Context: an optimization exercise on an open-source flow, tuned for small area. The choices shown serve that exercise and are no tape-out recipe.
The RTL was checked by simulation tests, not by an equivalence proof against the original design.
Power and IR drop assume default switching activity.

==> flow/design.v <==
module alu(
   input  [15:0] A,      
   input  [15:0] B,      
   input  [2:0]  op,     
   input  [3:0]  imm,    
   output [15:0] Out
   );
   wire        sub = ~op[1] & op[0];
   wire [15:0] bx  = B ^ {16{sub}};
   wire [15:0] g = A & bx, p = A ^ bx;
   wire [3:0]  bg, bp;
   wire [4:0]  bc;
   wire [15:0] c;
   assign bc[0] = sub;
   genvar j, m;
   generate
      for (j = 0; j < 4; j = j + 1) begin : g_blk
         assign bg[j] = g[4*j+3] | (p[4*j+3] & (g[4*j+2] | (p[4*j+2] &
                        (g[4*j+1] | (p[4*j+1] & g[4*j])))));
         assign bp[j] = p[4*j+3] & p[4*j+2] & p[4*j+1] & p[4*j];
         assign bc[j+1] = bg[j] | (bp[j] & bc[j]);
         assign c[4*j] = bc[j];
         for (m = 1; m < 4; m = m + 1) begin : g_in
            assign c[4*j+m] = g[4*j+m-1] | (p[4*j+m-1] & c[4*j+m-1]);
         end
      end
   endgenerate
   wire [15:0] sum = p ^ c;
   wire [15:0] lg  = g | ({16{op[0]}} & p);    
   wire right = op[1] ^ op[0];
   wire left  = ~right;
   wire rl    = op[1] & op[0];
   wire fill  = op[1] & ~op[0] & A[15];
   wire [15:0] d [0:4];
   assign d[0] = A;
   genvar s, i;
   generate
      for (s = 0; s < 4; s = s + 1) begin : g_st
         localparam integer SH = 1 << s;
         localparam Q = s & 1;                  
         wire n  = ~imm[s];
         wire l  = left  & imm[s];
         wire r  = right & imm[s];
         wire lr = rl    & imm[s];
         for (i = 0; i < 16; i = i + 1) begin : g_bit
            wire dl, dr, sl;
            if (i >= SH) begin
               assign dl = d[s][i-SH];
               assign sl = l;
            end else if (Q == 0) begin
               assign dl = d[s][i-SH+16];       
               assign sl = lr;
            end else begin
               assign dl = d[s][i-SH+16] | ~rl;  
               assign sl = l;
            end
            if (i + SH <= 15)
               assign dr = d[s][i+SH];
            else
               assign dr = fill ^ Q;            
            assign d[s+1][i] = ~((n & d[s][i]) | (sl & dl) | (r & dr));
         end
      end
   endgenerate
   wire s_sh = op[2], s_lg = ~op[2] & op[1], s_sum = ~op[2] & ~op[1];
   assign Out = ~(({16{s_sh}} & ~d[4]) | ({16{s_lg}} & ~lg) | ({16{s_sum}} & ~sum));
endmodule
module Reg_File (
	input         Clock,
	input         Reset,
	input         Wen,
	input  [3:0]  RAddr1,
	input  [3:0]  RAddr2,
	input  [3:0]  WAddr,
	input  [15:0] WData,
	output [15:0] RData1,
	output [15:0] RData2
	);
	reg  [15:0] R [1:15];
	reg  [15:1] valid;
	wire [15:1] wsel, s1, s2;
	wire [3:0] wlo, whi, r1lo, r1hi, r2lo, r2hi;
	genvar i;
	generate
		for (i = 0; i < 4; i = i + 1) begin : g_pre
			assign wlo[i]  = (WAddr[1:0] == i);
			assign whi[i]  = Wen & (WAddr[3:2] == i);
			assign r1lo[i] = (RAddr1[1:0] == i);
			assign r1hi[i] = (RAddr1[3:2] == i);
			assign r2lo[i] = (RAddr2[1:0] == i);
			assign r2hi[i] = (RAddr2[3:2] == i);
		end
	endgenerate
	generate
		for (i = 1; i < 16; i = i + 1) begin : g_reg
			assign wsel[i] = wlo[i%4] & whi[i/4];
			assign s1[i]   = valid[i] & r1lo[i%4] & r1hi[i/4];
			assign s2[i]   = valid[i] & r2lo[i%4] & r2hi[i/4];
			always @(posedge Clock or negedge Reset)
				if (!Reset)
					valid[i] <= 1'b0;
				else if (wsel[i])
					valid[i] <= 1'b1;
			always @(posedge Clock)
				if (wsel[i])
					R[i] <= WData;
		end
	endgenerate
	function [15:0] rd(input [15:1] s);
		integer g;
		reg [15:0] grp;
		begin
			rd = 16'd0;
			for (g = 0; g < 5; g = g + 1) begin
				grp = ({16{s[3*g+1]}} & R[3*g+1]) |
				      ({16{s[3*g+2]}} & R[3*g+2]) |
				      ({16{s[3*g+3]}} & R[3*g+3]);
				rd = rd | grp;
			end
		end
	endfunction
	assign RData1 = rd(s1);
	assign RData2 = rd(s2);
endmodule
module Control(
  input  [3:0] control_input,
  output       WriteEn,
  output [2:0] ALUOp
  );
  assign WriteEn = control_input[3];
  assign ALUOp   = control_input[2:0];
endmodule
module datapath (
	input         clk,
	input         rst,
	input  [15:0] Instruction,
	input  [15:0] DataInit,
	input         InitSel,
	output [15:0] ALUOut
);
wire        WriteEn;
wire [2:0]  ALUOp;
wire [15:0] RData1;
wire [15:0] RData2;
wire [15:0] WData;
assign WData = InitSel ? ALUOut : DataInit;
Control Control_inst (
		.control_input(Instruction[15:12]),
		.ALUOp(ALUOp),
		.WriteEn(WriteEn)
);
alu alu_inst (
		.A(RData1),
		.B(RData2),
		.op(ALUOp),
		.imm(Instruction[3:0]),
		.Out(ALUOut)
);
Reg_File Reg_File_inst (
		.Clock(clk),
		.Reset(rst),
		.Wen(WriteEn),
		.RAddr1(Instruction[7:4]),
		.RAddr2(Instruction[3:0]),
		.WAddr(Instruction[11:8]),
		.WData(WData),
		.RData1(RData1),
		.RData2(RData2)
);
endmodule
clock: 12.0 ns
lec_check: 0
cap_margin: 10
core_margin: 2
core_utilization: 40
gpl_timing_driven: 0
place_density: 0.55
slew_margin: 10
standard.sh (not shown) runs the stock make flow with config.mk's settings and CLKGATE_MAP_FILE= SYNTH_SCRIPT=/design/flow/synth_recipe.tcl, a recipe that flattens the netlist after the stock synthesis.
==> flow/flow/run.sh <==
#!/bin/bash
# ORFS synthesis with an area-oriented abc script (registers as in the
# standard synthesis), then the standard layout with smaller port buffers
# and a clock tree without dummy loads. Each tool's output goes to its own
# log in this folder (and ORFS's per-step logs under orfs/logs).
set -euo pipefail
W=$(pwd)

bash standard.sh synth \
  SYNTH_SCRIPT=$W/flow/synth.tcl MY_ABC_SCRIPT=$W/flow/area.abc \
  > $W/flow_synth.log 2>&1

bash standard.sh finish \
  "BUFFER_PORTS_ARGS=-buffer_cell sky130_fd_sc_hd__buf_1" \
  "CTS_ARGS=-sink_clustering_enable -repair_clock_nets -dont_use_dummy_load -buf_list sky130_fd_sc_hd__clkbuf_4 -sink_clustering_size 10 -sink_clustering_max_diameter 40" \
  > $W/flow_finish.log 2>&1
==> flow/flow/area.abc <==
&get -n; &st; &nf -a -R 1000; &put
==> flow/flow/synth.tcl <==
proc synth {args} { yosys synth -nofsm -noshare {*}$args }
proc abc {args} {
  set i [lsearch -exact $args -script]
  if { $i >= 0 && [info exists ::env(MY_ABC_SCRIPT)] } { lset args [expr {$i + 1}] $::env(MY_ABC_SCRIPT) }
  yosys abc {*}$args
}
source $::env(SCRIPTS_DIR)/synth.tcl
# left out here: clear keep_hierarchy, flatten, clean up, hide names made inside functions, write 1_2_yosys.v
The first run went through all stages and came out clean.
Edit:
--- a/flow/config.mk
+++ b/flow/config.mk
@@ -10,3 +10,2 @@
 export CORE_UTILIZATION = 40
-export GPL_TIMING_DRIVEN = 0
 export PLACE_DENSITY = 0.55
Effect: Via count fell slightly; wire length rose by a few percent; cell count rose slightly.

---

## beta
datapath, a different RTL version from the one above (not shown whole).
For scale: ~1200 cells after synthesis, about 51 I/O pins.
## datapath
module datapath (
	input         clk,
	input         rst,
	input  [15:0] Instruction,
	input  [15:0] DataInit,
	input         InitSel,
	output [15:0] ALUOut
);
==> flow/config.mk <==
export PLATFORM = sky130hd
export DESIGN_NAME = datapath
export DESIGN_NICKNAME = datapath
export VERILOG_FILES = /design/flow/design.v
export SDC_FILE = /design/flow/constraint.sdc
export NUM_CORES = 4
export LEC_CHECK = 0
export CAP_MARGIN = 20
export CORE_MARGIN = 2
export CORE_UTILIZATION = 40
export CTS_BUF_LIST = sky130_fd_sc_hd__clkbuf_4
export PLACE_DENSITY = 0.55
export SLEW_MARGIN = 20
==> flow/constraint.sdc <==
create_clock -name core_clock -period 12.0 [get_ports {clk}]
set_input_delay 2.4000 -clock core_clock [delete_from_list [all_inputs] [get_ports {clk}]]
set_output_delay 2.4000 -clock core_clock [all_outputs]
set_load 0.01 [all_outputs]
run.sh (not shown) runs the stock make flow with config.mk's settings and CLKGATE_MAP_FILE= SYNTH_SCRIPT=/design/flow/synth_recipe.tcl, a recipe that flattens the netlist after the stock synthesis.
Stock flow here: none of the scripts above is used.
Edits applied to the flow inputs when going from beta to alpha:
- removing CTS_BUF_LIST (formerly sky130_fd_sc_hd__clkbuf_4)
==> summary.txt <==
alpha improves on beta in tightest slew margin relative to the limit. Lower sequential share of layout area goes to alpha over beta. beta → alpha: power share of the combinational group lower, fraction of area in non-clock buffers roughly the same, final cell count lower, clock network fraction of total power higher, design area higher. Sort beta and alpha by met3 layer wire length in the routed design, descending, and beta comes first. alpha against beta: initial antenna violation count saw a decrease; post-route total power went up by about 4.5%; global-route usage over all layers fell 0.48 points.

[re-timing with driven ports]
The flow's constraints put no driver on any port. The routed layouts listed below were extracted and timed again, unchanged, in two steps. Step 1, drivers: a clkbuf_16 drives clk and a buf_2 each remaining input, both assumed. Step 2 also shifts input and output timing later by t, the mid clock arrival at the registers, as if the neighbouring blocks saw the same clock. Three values: ideal, step 1, step 2; two values: the first two.
| run | t, ns | setup slack, ns | worst setup path at the end | slew at the worst register clock pin (ns) | worst slew at a driven data input, ns |
|---|---|---|---|---|---|
| the first run of note 1 | 0.652 | 0.340 / 0.308 / 0.308 | input to output | 0.11 / 0.11 | 0.04 |
| the second run of note 1 | 0.668 | 0.939 / 0.905 / 0.905 | input to output | 0.11 / 0.11 | 0.05 |
| beta | 0.738 | 0.893 / 0.860 / 0.860 | input to output | 0.08 / 0.08 | 0.05 |
| alpha | 0.601 | 0.886 / 0.853 / 0.853 | input to output | 0.06 / 0.06 | 0.05 |
After both steps setup and hold are still met in every run listed. For the second run of note 1, which loses most, drivers alone change the setup slack by -0.034 ns; drivers and shift together by -0.034 ns.
